Background: an optimization exercise with open tools, aiming at small area, a short achievable clock period and few clock cycles per item. Do not read the settings as production practice. Power is estimated from default activity; no workload was simulated.

==> 11-16: inputs <==
Design seq_multiplier, start of the top module:
module seq_multiplier #(
    parameter N = 32
)(
    input  wire clk,
    input  wire rst,
    input  wire start,
    input  wire [N-1:0] multiplicand,
    input  wire [N-1:0] multiplier,
    output wire [2*N-1:0] product,
    output wire busy,
    output wire done
);
  reg busy_q, idle_r, done_r, cpa2_r, first_r;
  reg gcn;                  
  reg [3:0] cnt;
  reg [31:0] plo;           
  reg [31:0] phi;           
  reg [34:0] s, c;          
  reg [3:0] px, py;         
  reg cf;                   
  reg [3:0] lo;             
  reg [2:0] bg, bp;         
  reg nan, oa, ta;          
  wire na = ~nan;              
  reg [32:0] pbr;           
  reg nbr;                  
  assign busy = busy_q;
  assign done = done_r;
  assign product = {phi, plo};
  wire busy_n = ~rst & (idle_r ? start : ~cpa2_r);
  always @(posedge clk) begin
    busy_q  <= busy_n;           
    idle_r  <= ~busy_n;          
    done_r  <= ~rst & ~idle_r & cpa2_r;
    cpa2_r  <= ~rst & ~idle_r & (cnt == 4'd9);
    cnt     <= idle_r ? 4'd1 : cnt + 4'd1;
    first_r <= idle_r;
    gcn     <= idle_r;                   
  end
  wire m7 = (cnt == 4'd7);                   
  wire [2:0] tra = idle_r ? {multiplier[2:1], 1'b0} : plo[6:4];
  wire [2:0] trb = idle_r ? multiplier[4:2] : {plo[8] & ~m7, plo[7:6]};
  always @(posedge clk) begin
    nan <= ~tra[2];
    oa <= tra[1] ^ tra[0];
    ta <= (tra[2] & ~tra[1] & ~tra[0]) | (~tra[2] & tra[1] & tra[0]);
  end
  wire nbn = trb[2];
  wire obn = trb[1] ^ trb[0];
  wire tbn = (trb[2] & ~trb[1] & ~trb[0]) | (~trb[2] & trb[1] & trb[0]);
  ...
export LEC_CHECK = 0
export CAP_MARGIN = 20
export CORE_MARGIN = 2
export CORE_UTILIZATION = 40
export SETUP_SLACK_MARGIN = 2.7
export SLEW_MARGIN = 20
export TNS_END_PERCENT = 5
create_clock -name core_clock -period 4.5 [get_ports {clk}]
standard.sh (not shown) runs the stock make flow with config.mk's settings and CLKGATE_MAP_FILE= SYNTH_SCRIPT=/design/flow/synth_recipe.tcl, a recipe that flattens the netlist after the stock synthesis.
==> flow/flow/run.sh <==
#!/bin/bash
# Layout flow: the standard ORFS flow (standard.sh, unchanged synthesis), with
#  - port buffers made of sky130_fd_sc_hd__buf_2 instead of the default delay-cell buffers;
#  - clock tree synthesis without dummy load cells, with larger sink clusters.
# make's full output goes to make_finish.log in the work folder; ORFS keeps each step's log
# under orfs/logs/.
set -euo pipefail
CTS="-sink_clustering_enable -repair_clock_nets -dont_use_dummy_load -sink_clustering_size 30 -buf_list sky130_fd_sc_hd__clkbuf_16"
bash standard.sh "BUFFER_PORTS_ARGS=-buffer_cell sky130_fd_sc_hd__buf_2" "CTS_ARGS=$CTS" finish > make_finish.log 2>&1
test -f out/final.def
==> 06-05: changes against 11-16 <==
--- a/flow/design.v
+++ b/flow/design.v
@@ -9,11 +9,10 @@
     output wire [2*N-1:0] product,
     output wire busy,
     output wire done
 );
   reg busy_q, idle_r, done_r, cpa2_r, first_r;
-  reg gcn;                  
   reg [3:0] cnt;
   reg [31:0] plo;           
   reg [31:0] phi;           
   reg [34:0] s, c;          
   reg [3:0] px, py;         
@@ -33,11 +32,10 @@
     idle_r  <= ~busy_n;          
     done_r  <= ~rst & ~idle_r & cpa2_r;
     cpa2_r  <= ~rst & ~idle_r & (cnt == 4'd9);
     cnt     <= idle_r ? 4'd1 : cnt + 4'd1;
     first_r <= idle_r;
-    gcn     <= idle_r;                   
   end
   wire m7 = (cnt == 4'd7);                   
   wire [2:0] tra = idle_r ? {multiplier[2:1], 1'b0} : plo[6:4];
   wire [2:0] trb = idle_r ? multiplier[4:2] : {plo[8] & ~m7, plo[7:6]};
   always @(posedge clk) begin
@@ -59,23 +57,23 @@
   endgenerate
   wire ta34 = first_r ? na : ~na;
   wire ta35 = first_r ? na : 1'b1;
   wire ta36 = first_r & ~na;
   wire [34:0] se = s;
-  wire [34:0] ce = c & ~{35{gcn}};
+  wire [34:0] ce = c;
   wire fs1 = se[1] ^ ce[1] ^ na;
   wire fc2 = (se[1] & ce[1]) | (se[1] & na) | (ce[1] & na);
   wire pp3 = sa[0] ^ na;
   wire fs4 = se[2] ^ ce[2] ^ fc2;
   wire fc5 = (se[2] & ce[2]) | (se[2] & fc2) | (ce[2] & fc2);
   wire pp6 = sa[1] ^ na;
-  wire fs7 = se[3] ^ nbr ^ ce[3];
-  wire fc8 = (se[3] & nbr) | (se[3] & ce[3]) | (nbr & ce[3]);
+  wire fs7 = se[3] ^ ce[3] ^ nbr;
+  wire fc8 = (se[3] & ce[3]) | (se[3] & nbr) | (ce[3] & nbr);
   wire pp11 = pbr[0] ^ nbr;
   wire pp12 = sa[2] ^ na;
-  wire fs9 = pp11 ^ pp12 ^ fs7;
-  wire fc10 = (pp11 & pp12) | (pp11 & fs7) | (pp12 & fs7);
+  wire fs9 = pp11 ^ fs7 ^ pp12;
+  wire fc10 = (pp11 & fs7) | (pp11 & pp12) | (fs7 & pp12);
   wire pp15 = pbr[1] ^ nbr;
   wire fs13 = se[4] ^ ce[4] ^ pp15;
   wire fc14 = (se[4] & ce[4]) | (se[4] & pp15) | (ce[4] & pp15);
   wire pp18 = sa[3] ^ na;
   wire fs16 = fc8 ^ pp18 ^ fs13;
@@ -285,11 +283,11 @@
     bg  <= {a2[8], a1[8], a0[8]};
     bp  <= {&(s[23:16] ^ c[23:16]), &(s[15:8] ^ c[15:8]), &(s[7:0] ^ c[7:0])};
     pbr <= pbn;
     nbr <= nbn;
     s   <= idle_r ? ({3'b000, multiplicand} & {35{multiplier[0]}}) : x[38:4];
-    c   <= y[38:4];
+    c   <= idle_r ? 35'd0 : y[38:4];
     px  <= x[3:0];
     py  <= y[3:0];
     cf  <= ~first_r & lo5[4];    
   end
 endmodule
==> run notes <==
| quantity | 11-16 | 06-05 |
|---|---|---|
| Worst hold slack | 0.389 ns | 0.402 ns |
| Crit-path max cell delay | 0.46 ns | 0.36 ns |
| Final instance count without filler cells | 1,347 | 1,492 |
| Critical-path maximum fanout | 7 | 4 |
| Synthesized area per cell | 11.2 sq um | 10.3 sq um |
| Die width | 161 microns | 167 microns |
| Worst-Margin Slew | 0.417 ns | 0.643 ns |
| Status | timing/DRC/antenna clean | timing/DRC/antenna clean |
| Vias in the first global route | 7,203 | 7,906 |
| Length of routed met2 wiring | 10,800 microns | 12,500 microns |
| Worst slack at placement | 1.96 ns | 1.85 ns |
| Switching fraction of total power | 0.363 | 0.377 |
| Synth unique cells | 48 | 57 |
| Clock buffers and inverters, area share | 0.0358 | 0.0336 |
| Worst clock skew on the final layout | 0.0227 ns | 0.0394 ns |
| Multiplexer area fraction after synthesis | 0.0497 | 0.0435 |
| Area share of fa/ha/maj cells after synthesis | 0.204 | 0.191 |
| Met1 wire length | 10,400 microns | 12,900 microns |
| Synth Area in XOR/XNOR | 0.106 | 0.0711 |
Function was not checked in any run of this note: the RTL went through the layout flow alone.

==> separate check: timing with driven ports <==
In the flow no input, the clock included, has a driving cell. The finished layouts below were timed again as built, in two steps. Step 1 (the two cells are an assumption about what drives the block):
set clk [get_ports {clk}]
set_driving_cell -lib_cell sky130_fd_sc_hd__clkbuf_16 $clk
set_driving_cell -lib_cell sky130_fd_sc_hd__buf_2 [delete_from_list [all_inputs] $clk]
Step 2, shift: input delay + t, output delay - t, t = (earliest + latest rising clock arrival at the registers) / 2. This alone moves slack from input paths to output paths. a / b / c = ideal ports / drivers / drivers and shift; a / b = the first two.
run	t (ns)	slack for setup (ns)	hold WS [ns]
11-16	0.470	2.476 / 2.476 / 2.279	0.389 / 0.389 / 0.389
06-05	0.473	2.484 / 2.484 / 2.167	0.402 / 0.402 / 0.402
After both steps every run listed still meets setup and hold. The setup slack of 06-05, which loses most, moves by 0.000 ns with the drivers and by -0.317 ns with both steps.
